What follows belongs to an exercise in optimizing a design on an open flow for small area and a short achievable clock period; a production flow would make more cautious choices. Where RTL was checked, it was by simulation tests only, not by an equivalence proof against the original. Power and IR drop assume default switching activity.

==> flow/design.v <==
`timescale 1ns / 1ps
module dualPortRAM(clk,rst,wr_en,rd_en,din,wr_add,rd_add,dout);
	input clk,rst;
	input wr_en, rd_en;
	input [5:0] wr_add,rd_add;
	input [7:0] din;
	output reg [7:0] dout;
	reg [7:0] ram [63:0];
	reg [63:0] valid;
	wire [5:0] wa_n, ra_n;
	wire [11:0] wa = {wa_n, wr_add};
	wire [11:0] ra = {ra_n, rd_add};
	reg [7:0] dout_n;
	wire [7:0] whi_n, wlo_n;
	wire [63:0] we;
	wire [7:0] rhi, rlo;
	wire [63:0] rsel;
	genvar g, b, t;
	generate
		for (g = 0; g < 6; g = g + 1) begin : inv
			dp_inv u_wa (.a(wr_add[g]), .y(wa_n[g]));
			dp_inv u_ra (.a(rd_add[g]), .y(ra_n[g]));
		end
		for (g = 0; g < 8; g = g + 1) begin : pre
			dp_nand4 u_whi (.a(wr_en), .b(wa[5 + 6*(1-g/4)]), .c(wa[4 + 6*(1-(g/2)%2)]),
			                .d(wa[3 + 6*(1-g%2)]), .y(whi_n[g]));
			dp_nand3 u_wlo (.a(wa[2 + 6*(1-g/4)]), .b(wa[1 + 6*(1-(g/2)%2)]),
			                .c(wa[0 + 6*(1-g%2)]), .y(wlo_n[g]));
			dp_and4 u_rhi (.a(rd_en), .b(ra[5 + 6*(1-g/4)]), .c(ra[4 + 6*(1-(g/2)%2)]),
			               .d(ra[3 + 6*(1-g%2)]), .y(rhi[g]));
			dp_and3 u_rlo (.a(ra[2 + 6*(1-g/4)]), .b(ra[1 + 6*(1-(g/2)%2)]),
			               .c(ra[0 + 6*(1-g%2)]), .y(rlo[g]));
		end
		for (g = 0; g < 64; g = g + 1) begin : row
			dp_nor2 u_we (.a(whi_n[g/8]), .b(wlo_n[g%8]), .y(we[g]));
			dp_and3 u_rs (.a(rhi[g/8]), .b(rlo[g%8]), .c(valid[g]), .y(rsel[g]));
			always @(posedge clk)
				if (we[g]) ram[g] <= din;
			always @(posedge clk or posedge rst)
				if (rst) valid[g] <= 1'b0;
				else valid[g] <= valid[g] | we[g];
		end
	endgenerate
	wire [7:0] rdata, rdata_n;
	generate
		for (b = 0; b < 8; b = b + 1) begin : col
			wire [63:0] d;
			wire [7:0] o;
			for (t = 0; t < 64; t = t + 1) begin : dd
				assign d[t] = ram[t][b];
			end
			for (t = 0; t < 8; t = t + 1) begin : grp
				dp_or8 u (.s(rsel[8*t+7:8*t]), .d(d[8*t+7:8*t]), .y(o[t]));
			end
			dp_fin u_f (.o(o), .rd_en(rd_en), .qn(dout_n[b]), .y(rdata[b]), .yn(rdata_n[b]));
		end
	endgenerate
	always @(posedge clk or posedge rst)
		if (rst) begin
			dout <= 8'd0;
			dout_n <= 8'hff;
		end
		else begin
			dout <= rdata;
			dout_n <= rdata_n;
		end
endmodule
module dp_inv(input a, output y);
	assign y = ~a;
endmodule
module dp_nor2(input a, b, output y);
	assign y = ~(a | b);
endmodule
module dp_nand3(input a, b, c, output y);
	assign y = ~(a & b & c);
endmodule
module dp_nand4(input a, b, c, d, output y);
	assign y = ~(a & b & c & d);
endmodule
module dp_and3(input a, b, c, output y);
	assign y = a & b & c;
endmodule
module dp_and4(input a, b, c, d, output y);
	assign y = a & b & c & d;
endmodule
module dp_or8(input [7:0] s, input [7:0] d, output y);
	assign y = |(s & d);
endmodule
module dp_fin(input [7:0] o, input rd_en, input qn, output y, output yn);
	wire oh;
	wire [2:0] m;
	dp_nor2 u_h (.a(rd_en), .b(qn), .y(oh));
	dp_nor3 u_m0 (.a(o[0]), .b(o[1]), .c(o[2]), .y(m[0]));
	dp_nor3 u_m1 (.a(o[3]), .b(o[4]), .c(o[5]), .y(m[1]));
	dp_nor3 u_m2 (.a(o[6]), .b(o[7]), .c(oh), .y(m[2]));
	dp_nand3 u_y (.a(m[0]), .b(m[1]), .c(m[2]), .y(y));
	dp_and3 u_yn (.a(m[0]), .b(m[1]), .c(m[2]), .y(yn));
endmodule
module dp_nor3(input a, b, c, output y);
	assign y = ~(a | b | c);
endmodule
Settings: LEC_CHECK=0, CAP_MARGIN=20, CORE_MARGIN=2, CORE_UTILIZATION=70, CTS_CLUSTER_DIAMETER=80, CTS_CLUSTER_SIZE=24, SETUP_SLACK_MARGIN=1.8, SLEW_MARGIN=20, SYNTH_HIERARCHICAL=1; clock period 3.6 ns.
standard.sh (not shown) runs the stock make flow with config.mk's settings and CLKGATE_MAP_FILE= SYNTH_SCRIPT=/design/flow/synth_recipe.tcl, a recipe that flattens the netlist after the stock synthesis.
==> flow/flow/run.sh <==
#!/bin/bash
# Standard ORFS layout (the standard.sh), with these changes after synthesis:
#  - ports are buffered with buf_4 instead of the default delay-type buffer
#  - delay cells (clkdlybuf4s*, dlygate4sd*, dlymetal6s*) are not used
#  - repair_timing may change a cell's footprint
#  - after floorplan, flow/size.tcl sets the drive strength of the decoder gates
set -euo pipefail
PLATFORM_DONT_USE="sky130_fd_sc_hd__probe_p_8 sky130_fd_sc_hd__probec_p_8 sky130_fd_sc_hd__lpflow_bleeder_1 sky130_fd_sc_hd__lpflow_clkbufkapwr_1 sky130_fd_sc_hd__lpflow_clkbufkapwr_16 sky130_fd_sc_hd__lpflow_clkbufkapwr_2 sky130_fd_sc_hd__lpflow_clkbufkapwr_4 sky130_fd_sc_hd__lpflow_clkbufkapwr_8 sky130_fd_sc_hd__lpflow_clkinvkapwr_1 sky130_fd_sc_hd__lpflow_clkinvkapwr_16 sky130_fd_sc_hd__lpflow_clkinvkapwr_2 sky130_fd_sc_hd__lpflow_clkinvkapwr_4 sky130_fd_sc_hd__lpflow_clkinvkapwr_8 sky130_fd_sc_hd__lpflow_decapkapwr_12 sky130_fd_sc_hd__lpflow_decapkapwr_3 sky130_fd_sc_hd__lpflow_decapkapwr_4 sky130_fd_sc_hd__lpflow_decapkapwr_6 sky130_fd_sc_hd__lpflow_decapkapwr_8 sky130_fd_sc_hd__lpflow_inputiso0n_1 sky130_fd_sc_hd__lpflow_inputiso0p_1 sky130_fd_sc_hd__lpflow_inputiso1n_1 sky130_fd_sc_hd__lpflow_inputiso1p_1 sky130_fd_sc_hd__lpflow_inputisolatch_1 sky130_fd_sc_hd__lpflow_isobufsrc_1 sky130_fd_sc_hd__lpflow_isobufsrc_16 sky130_fd_sc_hd__lpflow_isobufsrc_2 sky130_fd_sc_hd__lpflow_isobufsrc_4 sky130_fd_sc_hd__lpflow_isobufsrc_8 sky130_fd_sc_hd__lpflow_isobufsrckapwr_16 sky130_fd_sc_hd__lpflow_lsbuf_lh_hl_isowell_tap_1 sky130_fd_sc_hd__lpflow_lsbuf_lh_hl_isowell_tap_2 sky130_fd_sc_hd__lpflow_lsbuf_lh_hl_isowell_tap_4 sky130_fd_sc_hd__lpflow_lsbuf_lh_isowell_4 sky130_fd_sc_hd__lpflow_lsbuf_lh_isowell_tap_1 sky130_fd_sc_hd__lpflow_lsbuf_lh_isowell_tap_2 sky130_fd_sc_hd__lpflow_lsbuf_lh_isowell_tap_4 "
EXTRA_DONT_USE="sky130_fd_sc_hd__clkdlybuf4s15_1 sky130_fd_sc_hd__clkdlybuf4s15_2 sky130_fd_sc_hd__clkdlybuf4s18_1 sky130_fd_sc_hd__clkdlybuf4s18_2 sky130_fd_sc_hd__clkdlybuf4s25_1 sky130_fd_sc_hd__clkdlybuf4s25_2 sky130_fd_sc_hd__clkdlybuf4s50_1 sky130_fd_sc_hd__clkdlybuf4s50_2 sky130_fd_sc_hd__dlygate4sd1_1 sky130_fd_sc_hd__dlygate4sd2_1 sky130_fd_sc_hd__dlygate4sd3_1 sky130_fd_sc_hd__dlymetal6s2s_1 sky130_fd_sc_hd__dlymetal6s4s_1 sky130_fd_sc_hd__dlymetal6s6s_1"
bash standard.sh synth > synth.log 2>&1
bash standard.sh DONT_USE_CELLS="$PLATFORM_DONT_USE $EXTRA_DONT_USE" \
  BUFFER_PORTS_ARGS="-buffer_cell sky130_fd_sc_hd__buf_4" \
  MATCH_CELL_FOOTPRINT=0 POST_FLOORPLAN_TCL="$PWD/flow/size.tcl" finish > layout.log 2>&1
Other scripts of this flow, unchanged in this note and not shown: flow/flow/size.tcl
The first run ran to the end with no violations.
Edit:
--- a/flow/design.v
+++ b/flow/design.v
@@ -9,9 +9,10 @@
 	reg [63:0] valid;
 	wire [5:0] wa_n, ra_n;
 	wire [11:0] wa = {wa_n, wr_add};
 	wire [11:0] ra = {ra_n, rd_add};
-	reg [7:0] dout_n;
+	reg [7:0] dout_fb;
+	wire rd_en_n;
 	wire [7:0] whi_n, wlo_n;
 	wire [63:0] we;
 	wire [7:0] rhi, rlo;
 	wire [63:0] rsel;
@@ -40,30 +41,32 @@
 				if (rst) valid[g] <= 1'b0;
 				else valid[g] <= valid[g] | we[g];
 		end
 	endgenerate
-	wire [7:0] rdata, rdata_n;
+	wire [7:0] rdata, rdata_fb;
+	dp_inv u_rdn (.a(rd_en), .y(rd_en_n));
 	generate
 		for (b = 0; b < 8; b = b + 1) begin : col
 			wire [63:0] d;
-			wire [7:0] o;
+			wire [5:0] o;
 			for (t = 0; t < 64; t = t + 1) begin : dd
 				assign d[t] = ram[t][b];
 			end
-			for (t = 0; t < 8; t = t + 1) begin : grp
-				dp_or8 u (.s(rsel[8*t+7:8*t]), .d(d[8*t+7:8*t]), .y(o[t]));
+			for (t = 0; t < 5; t = t + 1) begin : grp
+				dp_or12 u (.s(rsel[12*t+11:12*t]), .d(d[12*t+11:12*t]), .y(o[t]));
 			end
-			dp_fin u_f (.o(o), .rd_en(rd_en), .qn(dout_n[b]), .y(rdata[b]), .yn(rdata_n[b]));
+			dp_or5 u_g5 (.s({rd_en_n, rsel[63:60]}), .d({dout_fb[b], d[63:60]}), .y(o[5]));
+			dp_fin u_f (.o(o), .y(rdata[b]), .y2(rdata_fb[b]));
 		end
 	endgenerate
 	always @(posedge clk or posedge rst)
 		if (rst) begin
 			dout <= 8'd0;
-			dout_n <= 8'hff;
+			dout_fb <= 8'd0;
 		end
 		else begin
 			dout <= rdata;
-			dout_n <= rdata_n;
+			dout_fb <= rdata_fb;
 		end
 endmodule
 module dp_inv(input a, output y);
 	assign y = ~a;
@@ -82,20 +85,34 @@
 endmodule
 module dp_and4(input a, b, c, d, output y);
 	assign y = a & b & c & d;
 endmodule
-module dp_or8(input [7:0] s, input [7:0] d, output y);
+module dp_or12(input [11:0] s, input [11:0] d, output y);
+	wire [3:0] n;
+	genvar i;
+	generate
+		for (i = 0; i < 4; i = i + 1) begin : ao
+			dp_a222oi u (.a1(s[3*i]), .a2(d[3*i]), .b1(s[3*i+1]), .b2(d[3*i+1]),
+			             .c1(s[3*i+2]), .c2(d[3*i+2]), .y(n[i]));
+		end
+	endgenerate
+	dp_nand4 u_y (.a(n[0]), .b(n[1]), .c(n[2]), .d(n[3]), .y(y));
+endmodule
+module dp_a222oi(input a1, a2, b1, b2, c1, c2, output y);
+	assign y = ~((a1 & a2) | (b1 & b2) | (c1 & c2));
+endmodule
+module dp_or5(input [4:0] s, input [4:0] d, output y);
 	assign y = |(s & d);
 endmodule
-module dp_fin(input [7:0] o, input rd_en, input qn, output y, output yn);
-	wire oh;
-	wire [2:0] m;
-	dp_nor2 u_h (.a(rd_en), .b(qn), .y(oh));
+module dp_fin(input [5:0] o, output y, output y2);
+	wire [1:0] m;
 	dp_nor3 u_m0 (.a(o[0]), .b(o[1]), .c(o[2]), .y(m[0]));
 	dp_nor3 u_m1 (.a(o[3]), .b(o[4]), .c(o[5]), .y(m[1]));
-	dp_nor3 u_m2 (.a(o[6]), .b(o[7]), .c(oh), .y(m[2]));
-	dp_nand3 u_y (.a(m[0]), .b(m[1]), .c(m[2]), .y(y));
-	dp_and3 u_yn (.a(m[0]), .b(m[1]), .c(m[2]), .y(yn));
+	dp_nand2 u_y (.a(m[0]), .b(m[1]), .y(y));
+	dp_nand2 u_y2 (.a(m[0]), .b(m[1]), .y(y2));
+endmodule
+module dp_nand2(input a, b, output y);
+	assign y = ~(a & b);
 endmodule
 module dp_nor3(input a, b, c, output y);
 	assign y = ~(a | b | c);
 endmodule
What happened: Setup slack degrades by 0.37 ns; first-iteration DRC count came out higher by well over a third; hold slack improves by 0.047 ns; die area came out lower by a few percent; total power came out higher slightly; clock power came out higher slightly.
The RTL of the second run of this note was laid out without a check of its function.

## port drivers added, routing unchanged
The results above use ideal ports. As a check the final layouts listed here were re-extracted and re-timed, cells and wires unchanged. Step 1 assumes that a clkbuf_16 drives the clock port and a buf_2 every other input. Step 2, shift: input delay + t, output delay - t, t = (earliest + latest rising clock arrival at the registers) / 2. This alone moves slack from input paths to output paths. a / b / c = no drivers / after step 1 / after step 2; a / b = the first two.
run	t, ns	slack for setup (ns)	hold WS [ns]	clock arrival spread, ns	worst data-port slew with drivers (ns)
the first run	0.641	1.707 / 1.653 / 1.046	0.253 / 0.221 / 0.474	0.025 / 0.025	0.09
the second run	0.617	1.338 / 1.327 / 0.710	0.300 / 0.269 / 0.468	0.025 / 0.025	0.07
After both steps every run listed still meets setup and hold. The setup slack of the first run, which loses most, moves by -0.054 ns with the drivers and by -0.661 ns with both steps.
